From an optimization exercise on the open Yosys and OpenROAD flow, aimed at small area; shortcuts taken in it are not production practice.
Only simulation tests tie the RTL to the original design; equivalence was not proved.
No activity file was given, so power comes from the tool's default toggle rates.

==> v22 <==
==> flow/design.v <==
module pipelined_alu_3stage(
input clk,
input reset,
input [15:0] A,
input [15:0] B,
input [3:0] opcode,
output reg [15:0] result,
output reg zero,
output reg carry,
output sign,
output reg overflow
);
wire hi0   = (opcode[3:1] == 3'b000);
wire arith = hi0;
wire sub   = hi0 & opcode[0];
wire op_and = (opcode == 4'd2);
wire op_or  = (opcode == 4'd3);
wire op_xor = (opcode == 4'd4);
wire sel_p = arith | op_or | op_xor;
wire sel_g = op_and | op_or;
wire [15:0] bx = B ^ {16{sub}};
wire [15:0] p = A ^ bx;
wire [15:0] g = A & bx;
wire [16:0] c;
assign c[0] = sub;
genvar i;
generate
  for (i = 0; i < 16; i = i + 1) begin : rc
    assign c[i+1] = g[i] | (p[i] & c[i]);
  end
endgenerate
wire [15:0] s = p ^ (c[15:0] & {16{arith}});
wire [15:0] res_c = ({16{sel_p}} & s) | ({16{sel_g}} & g);
wire t16 = c[16] ^ sub;
reg [15:0] res1, res2;
reg c1, v1, c2, v2;
always @(posedge clk or posedge reset) begin
  if (reset) begin
    res1 <= 0; c1 <= 0; v1 <= 0;
    res2 <= 0; c2 <= 0; v2 <= 0;
    result <= 0; zero <= 0; carry <= 0; overflow <= 0;
  end else begin
    res1 <= res_c;
    if (arith) begin
      c1 <= t16;
      v1 <= s[15] ^ t16;
    end
    res2 <= res1; c2 <= c1; v2 <= v1;
    result <= res2;
    zero <= (res2 == 16'd0);
    carry <= c2;
    overflow <= v2;
  end
end
assign sign = result[15];
endmodule
==> flow/flow/run.sh <==
#!/bin/bash
# Standard ORFS layout with: area-oriented abc mapping under a delay target,
# no full-adder extraction, small port buffers, small clock buffers and no
# dummy clock loads.
here=$(pwd)
export FLOW_SYNTH_TCL=$here/synth_recipe.tcl
bash standard.sh \
  "SYNTH_SCRIPT=$here/flow/my_abc_synth.tcl" \
  "ABC_SCRIPT_FILE=$here/flow/map.abc" \
  "ADDER_MAP_FILE=" \
  "BUFFER_PORTS_ARGS=-buffer_cell sky130_fd_sc_hd__buf_1" \
  "CTS_ARGS=-sink_clustering_enable -repair_clock_nets -dont_use_dummy_load -sink_clustering_size 30 -buf_list sky130_fd_sc_hd__clkbuf_8" \
  finish > standard.log 2>&1
==> flow/flow/my_abc_synth.tcl <==
# The standard flow's synthesis script, with abc given the mapping script in ABC_SCRIPT_FILE
proc abc {args} {
  set i [lsearch $args -script]
  if {$i >= 0 && [info exists ::env(ABC_SCRIPT_FILE)] && $::env(ABC_SCRIPT_FILE) ne ""} {
    lset args [expr {$i + 1}] $::env(ABC_SCRIPT_FILE)
  }
  yosys abc {*}$args
}
source $::env(FLOW_SYNTH_TCL)
==> flow/flow/map.abc <==
strash
dch -f
map -D 2500
topo
upsize -D 2500
dnsize -D 2500
stime -c
==> flow/standard.sh <==
#!/bin/bash
# synth_recipe.tcl (not shown) runs the flow's synth.tcl, then flattens the netlist and writes it again
# the make line also repeats each setting of config.mk as NAME=value (left out here)
make -C /OpenROAD-flow-scripts/flow DESIGN_CONFIG=/design/flow/config.mk WORK_HOME=/design/flow/orfs CLKGATE_MAP_FILE= SYNTH_SCRIPT=/design/flow/synth_recipe.tcl "${@:-finish}"
==> flow/config.mk <==
export PLATFORM = sky130hd
export DESIGN_NAME = pipelined_alu_3stage
export DESIGN_NICKNAME = pipelined_alu_3stage
export VERILOG_FILES = /design/flow/design.v
export SDC_FILE = /design/flow/constraint.sdc
export NUM_CORES = 4
export LEC_CHECK = 0
export CAP_MARGIN = 20
export CORE_MARGIN = 2
export CORE_UTILIZATION = 40
export SLEW_MARGIN = 20
==> flow/constraint.sdc <==
create_clock -name core_clock -period 4.0 [get_ports {clk}]
set_input_delay 0.8000 -clock core_clock [delete_from_list [all_inputs] [get_ports {clk}]]
set_output_delay 0.8000 -clock core_clock [all_outputs]
set_load 0.01 [all_outputs]
==> inputs of v29, as changes to v22 <==
==> flow/flow/run.sh (replaced) <==
#!/bin/bash
# Standard ORFS layout with small port buffers and no dummy clock loads.
bash standard.sh \
  "BUFFER_PORTS_ARGS=-buffer_cell sky130_fd_sc_hd__buf_1" \
  "CTS_ARGS=-sink_clustering_enable -repair_clock_nets -dont_use_dummy_load" \
  finish > standard.log 2>&1
CTS_BUF_LIST = sky130_fd_sc_hd__clkbuf_2   (was unset)
GPL_TIMING_DRIVEN = 0   (was unset)
removed: flow/flow/my_abc_synth.tcl
removed: flow/flow/map.abc
==> out/results.md <==
| Metric | Value | Unit |
|---|---|---|
| Cell count after placement | 351 | - |
| Total power consumption of the routed design | 0.00111 | W |
| Number of global-route vias before repair | 1677 | - |
| Dominant combinational cell family by area after synthesis | compound AO/OA/AOI/OAI gates | - |
| Adder and majority gate portion of the synthesized area | 7.51 | % |
| Ratio of cells with drive above 1 in the final layout | 7.37 | % |
| Run status | no timing/DRC/antenna violations | - |
-- figures above: v29

==> out/results.md <==
| Metric | Value | Unit |
|---|---|---|
| Core region area | 0.00592 | mm² |
| Setup repair after global routing missed its margin | false | - |
| Ratio of cells with drive above 1 in the final layout | 8.72 | % |
| Total power consumption of the routed design | 0.00107 | W |
| Dominant combinational cell family by area after synthesis | simple AND/OR/NAND/NOR gates | - |
| Cell count after placement | 391 | - |
| Adder and majority gate portion of the synthesized area | 0 | % |
| Run status | no timing/DRC/antenna violations | - |
| Capturing element of the worst setup path | v1 | - |
| Synth Area in Compound Gates | 7.60 | % |
| Number of global-route vias before repair | 1581 | - |
-- figures above: v22

[separate check: timing with driven ports]
No port has a modelled driver above. Below, the same layouts with a new extraction and two added sets of constraints. Step 1: set_driving_cell puts a clkbuf_16 on clk and a buf_2 on each other input, an assumption about the parent block. Step 2 also shifts input and output timing later by t, the mid clock arrival at the registers, as if the neighbouring blocks saw the same clock. Slacks: ideal / step 1 / step 2; pairs: ideal / step 1.
run	shift t [ns]	slack for setup (ns)	worst setup path after step 2	worst register clock-pin slew, ns	worst slew at a driven data input, ns
v22	0.309	0.710 / 0.714 / 0.405	input to register	0.09 / 0.09	0.03
v29	0.321	0.400 / 0.402 / 0.081	input to register	0.09 / 0.09	0.03
After both steps every run listed still meets setup and hold. The setup slack of v29, which loses most, moves by +0.002 ns with the drivers and by -0.319 ns with both steps.
